Background: an optimization exercise with open tools, aiming at small area. Do not read the settings as production practice.
Function was checked by simulation only, so behaviour that the tests miss may differ from the original.
No activity file was given, so power comes from the tool's default toggle rates.

==> flow/design.v (excerpt) <==
module ALU_TOP #(parameter width = 16)(
    input [width - 1:0] A,
    input [width - 1:0] B,
    input [3:0] ALU_FUN,
    input clk,rst,
    output  [width - 1:0] Arith_OUT,
    output  Carry_OUT,
    output  Arith_Flag,
    output  [width - 1:0] Logic_OUT,
    output  Logic_Flag,
    output  [width - 1:0] CMP_OUT,
    output  CMP_Flag,
    output  [width - 1:0] Shift_OUT,
    output  Shift_Flag
    );
For scale: about 55 flip-flops, ~9800 um2 of cells after synthesis.
Settings: LEC_CHECK=0, CAP_MARGIN=20, CORE_MARGIN=2, CORE_UTILIZATION=40, CTS_BUF_LIST=sky130_fd_sc_hd__clkbuf_4 sky130_fd_sc_hd__clkbuf_8, PLACE_DENSITY=0.85, SETUP_SLACK_MARGIN=-0.5, SLEW_MARGIN=20; clock period 33.0 ns.
standard.sh (not shown) runs the stock make flow with config.mk's settings and CLKGATE_MAP_FILE= SYNTH_SCRIPT=/design/flow/synth_recipe.tcl, a recipe that flattens the netlist after the stock synthesis.
==> flow/flow/run.sh <==
#!/bin/bash
# Own layout flow: the standard flow (standard.sh) with two changes:
#  - synthesis uses flow/my_synth.tcl, which is synth_recipe.tcl plus one step that
#    maps the hm_* gate modules of ARITH_ARRAY onto the matching sky130 cells
#    (flow/hm_map.v) before Yosys's synth, so ABC keeps the array's carry chains;
#  - BUFFER_PORTS_ARGS (if set below) picks the port buffer cell.
# Each tool's full output goes to the ORFS logs under orfs/logs/, and the make
# output to flow_make.log in this folder.
set -euo pipefail
HERE=$(pwd)
export HM_MAP=$HERE/flow/hm_map.v
sed "s#SYNTH_SCRIPT=[^ ]*#SYNTH_SCRIPT=$HERE/flow/my_synth.tcl#" standard.sh > my_standard.sh
grep -q "SYNTH_SCRIPT=$HERE/flow/my_synth.tcl" my_standard.sh
ARGS=()
if [ -f flow/buffer_ports_args ]; then ARGS+=("BUFFER_PORTS_ARGS=$(cat flow/buffer_ports_args)"); fi
bash my_standard.sh "${ARGS[@]}" finish > flow_make.log 2>&1
Other scripts of this flow, unchanged in this note and not shown: flow/flow/buffer_ports_args, flow/flow/hm_map.v, flow/flow/my_synth.tcl
Then changed:
SETUP_SLACK_MARGIN = -0.8   (was -0.5)
Outcome:
- The changed run finished with timing, DRC and antenna clean
- clock-buffer cell count is unchanged
- die area stays the same
- utilization decreases by 0.12 points
- combinational power barely changes
- sequential share of layout area barely changes
- setup slack got worse by 330 ps
- routed wire length is about the same
- final cell count is unchanged
- via count falls by 0.31%
- clock power barely changes
- total power is about the same
Then changed:
SETUP_SLACK_MARGIN = -1.6   (was -0.8)
Non-clock buffer count is lower by 1.
Synthesized cell count is unchanged.
Power is lower by 1.3%.
Setup slack loses 610 ps.
Routed wire length is lower by 0.97%.
Combinational power is lower by about 2%.

* * *

Setup of run 1:
Another version of the RTL of ALU_TOP (not shown whole).
For scale: about 55 flip-flops, ~110 I/O pins, roughly 0.010 mm² of cells after synthesis.
Design ALU_TOP, start of the top module:
module ALU_TOP #(parameter width = 16)(
    input [width - 1:0] A,
    input [width - 1:0] B,
    input [3:0] ALU_FUN,
    input clk,rst,
    output  [width - 1:0] Arith_OUT,
    output  Carry_OUT,
    output  Arith_Flag,
    output  [width - 1:0] Logic_OUT,
    output  Logic_Flag,
    output  [width - 1:0] CMP_OUT,
    output  CMP_Flag,
    output  [width - 1:0] Shift_OUT,
    output  Shift_Flag
    );
wire [3:0] enables;
wire A_lt_B, A_eq_B;
decoder d0 (ALU_FUN[3:2],enables);
ARITHMATIC_UNIT #(width) d1 (A,B,ALU_FUN,clk,rst,enables[3],Arith_OUT,Carry_OUT,Arith_Flag,A_lt_B,A_eq_B);
Logic_Unit #(width) d2 (A,B,ALU_FUN[1:0],clk,rst,enables[2],Logic_OUT,Logic_Flag);
CMP_Unit #(width) d3 (ALU_FUN[1:0],A_lt_B,A_eq_B,clk,rst,enables[1],CMP_OUT,CMP_Flag);
Shift_Unit #(width) d4 (A,B,ALU_FUN[1:0],clk,rst,enables[0],Shift_OUT,Shift_Flag);
endmodule
Settings: LEC_CHECK=0, CAP_MARGIN=20, CORE_MARGIN=2, CORE_UTILIZATION=40, GPL_TIMING_DRIVEN=0, SLEW_MARGIN=20; clock period 33.0 ns.
==> flow/flow/buffer_ports_args <==
-buffer_cell sky130_fd_sc_hd__buf_1
==> flow/flow/hm_map.v <==
module hm_nand2 (A, B, Y);
  input A, B;
  output Y;
  sky130_fd_sc_hd__nand2_1 _TECHMAP_REPLACE_ (.A(A), .B(B), .Y(Y));
endmodule

module hm_nor2 (A, B, Y);
  input A, B;
  output Y;
  sky130_fd_sc_hd__nor2_1 _TECHMAP_REPLACE_ (.A(A), .B(B), .Y(Y));
endmodule

module hm_xor2 (A, B, X);
  input A, B;
  output X;
  sky130_fd_sc_hd__xor2_1 _TECHMAP_REPLACE_ (.A(A), .B(B), .X(X));
endmodule

module hm_xnor2 (A, B, Y);
  input A, B;
  output Y;
  sky130_fd_sc_hd__xnor2_1 _TECHMAP_REPLACE_ (.A(A), .B(B), .Y(Y));
endmodule

module hm_a21oi (A1, A2, B1, Y);
  input A1, A2, B1;
  output Y;
  sky130_fd_sc_hd__a21oi_1 _TECHMAP_REPLACE_ (.A1(A1), .A2(A2), .B1(B1), .Y(Y));
endmodule

module hm_o21ai (A1, A2, B1, Y);
  input A1, A2, B1;
  output Y;
  sky130_fd_sc_hd__o21ai_1 _TECHMAP_REPLACE_ (.A1(A1), .A2(A2), .B1(B1), .Y(Y));
endmodule

module hm_inv (A, Y);
  input A;
  output Y;
  sky130_fd_sc_hd__inv_1 _TECHMAP_REPLACE_ (.A(A), .Y(Y));
endmodule

module hm_mux2i (A0, A1, S, Y);
  input A0, A1, S;
  output Y;
  sky130_fd_sc_hd__mux2i_1 _TECHMAP_REPLACE_ (.A0(A0), .A1(A1), .S(S), .Y(Y));
endmodule
==> flow/flow/my_synth.tcl <==
# Standard synthesis (synth_recipe.tcl) with one extra step: before Yosys's synth
# command, the small gate modules hm_* of ARITH_ARRAY are replaced by the
# matching sky130 cells (flow/hm_map.v), so that ABC keeps the array's structure.
set ::hm_done 0
proc synth {args} {
  if {!$::hm_done} {
    set ::hm_done 1
    yosys techmap -map $::env(HM_MAP)
  }
  yosys synth -nofsm -noshare {*}$args
}
source $::env(SCRIPTS_DIR)/synth.tcl
# left out here: clear keep_hierarchy, flatten, clean up, hide names made inside functions, write 1_2_yosys.v
Scripts as last shown in full above: flow/flow/run.sh
Here is what was changed in the inputs of run 2 compared with run 1.
- a deleted GPL_TIMING_DRIVEN that had been 0
- The more densely filled core belongs to run 1, not run 2.
- Run 2 vs run 1 — maximum achievable frequency rose about 3%.
- Relative area change from synthesis to final layout, run 2 and run 1: lower on run 2
- Weighted congestion reported at the end of routability-driven placement in run 2 vs run 1: down 0.022
- [compare] base=run 1 new=run 2: cell area fell by about 4.3%, total power draw decreased by 5.7% relative to the old numbers, total length of routed met3 wires up 420 µm, cell total after placement now sits higher.
- Diff run 2..run 1 | starting utilization of the core area | unchanged
Input-level comparison between run 3 and run 2:
- GPL_TIMING_DRIVEN now 0, previously not set
- CORE_UTILIZATION now 60, was 40
==> run summary <==
Run 2 reports its cell at the slowest stage of the critical path as sky130_fd_sc_hd__or3_1 while run 3 reports sky130_fd_sc_hd__mux2i_2. Diff run 2 -> run 3: total power moved up; number of register bits inferred by synthesis comparable. Area growth from synthesis to final layout is lower on run 2. Taking run 2 as the reference, in run 3 total via count after detailed routing +609; clock share of power -1.0 points; average wire length per cell after detail routing +0.61 µm. Going from run 2 to run 3, final critical delay including setup and external delays saw an increase; utilization saw an increase.

-- static timing again, ports no longer ideal --
The results above use ideal ports. As a check the final layouts listed here were re-extracted and re-timed, cells and wires unchanged. Step 1 sets driving cells, clkbuf_16 on the clock port and buf_2 on the other inputs (assumed; they add their load-dependent delay and slew). Step 2 adds t to the input delays and takes it off the output delays; t is the mean of the earliest and latest rising clock arrival at the registers after step 1. Input paths then give back, and output paths get back, about the clock's delay inside the block. Three values: no drivers, after step 1, after step 2; two values: the first two.
| run | t (ns) | slack for setup (ns) | clock arrival spread, ns | slew at the worst register clock pin (ns) |
|---|---|---|---|---|
| the first run of note 1 | 0.367 | 1.935 / 1.955 / 1.588 | 0.011 / 0.011 | 0.12 / 0.12 |
| the second run of note 1 | 0.367 | 1.609 / 1.630 / 1.263 | 0.012 / 0.012 | 0.12 / 0.12 |
| the third run of note 1 | 0.369 | 0.995 / 1.016 / 0.647 | 0.014 / 0.014 | 0.12 / 0.12 |
| run 1 | 0.318 | 1.166 / 1.170 / 0.852 | 0.010 / 0.010 | 0.07 / 0.07 |
| run 2 | 0.322 | 2.068 / 2.072 / 1.750 | 0.006 / 0.006 | 0.07 / 0.07 |
| run 3 | 0.328 | 0.927 / 0.940 / 0.613 | 0.008 / 0.007 | 0.07 / 0.07 |
After both steps every run listed still meets setup and hold. For the third run of note 1, which loses most, drivers alone change the setup slack by +0.021 ns; drivers and shift together by -0.348 ns.
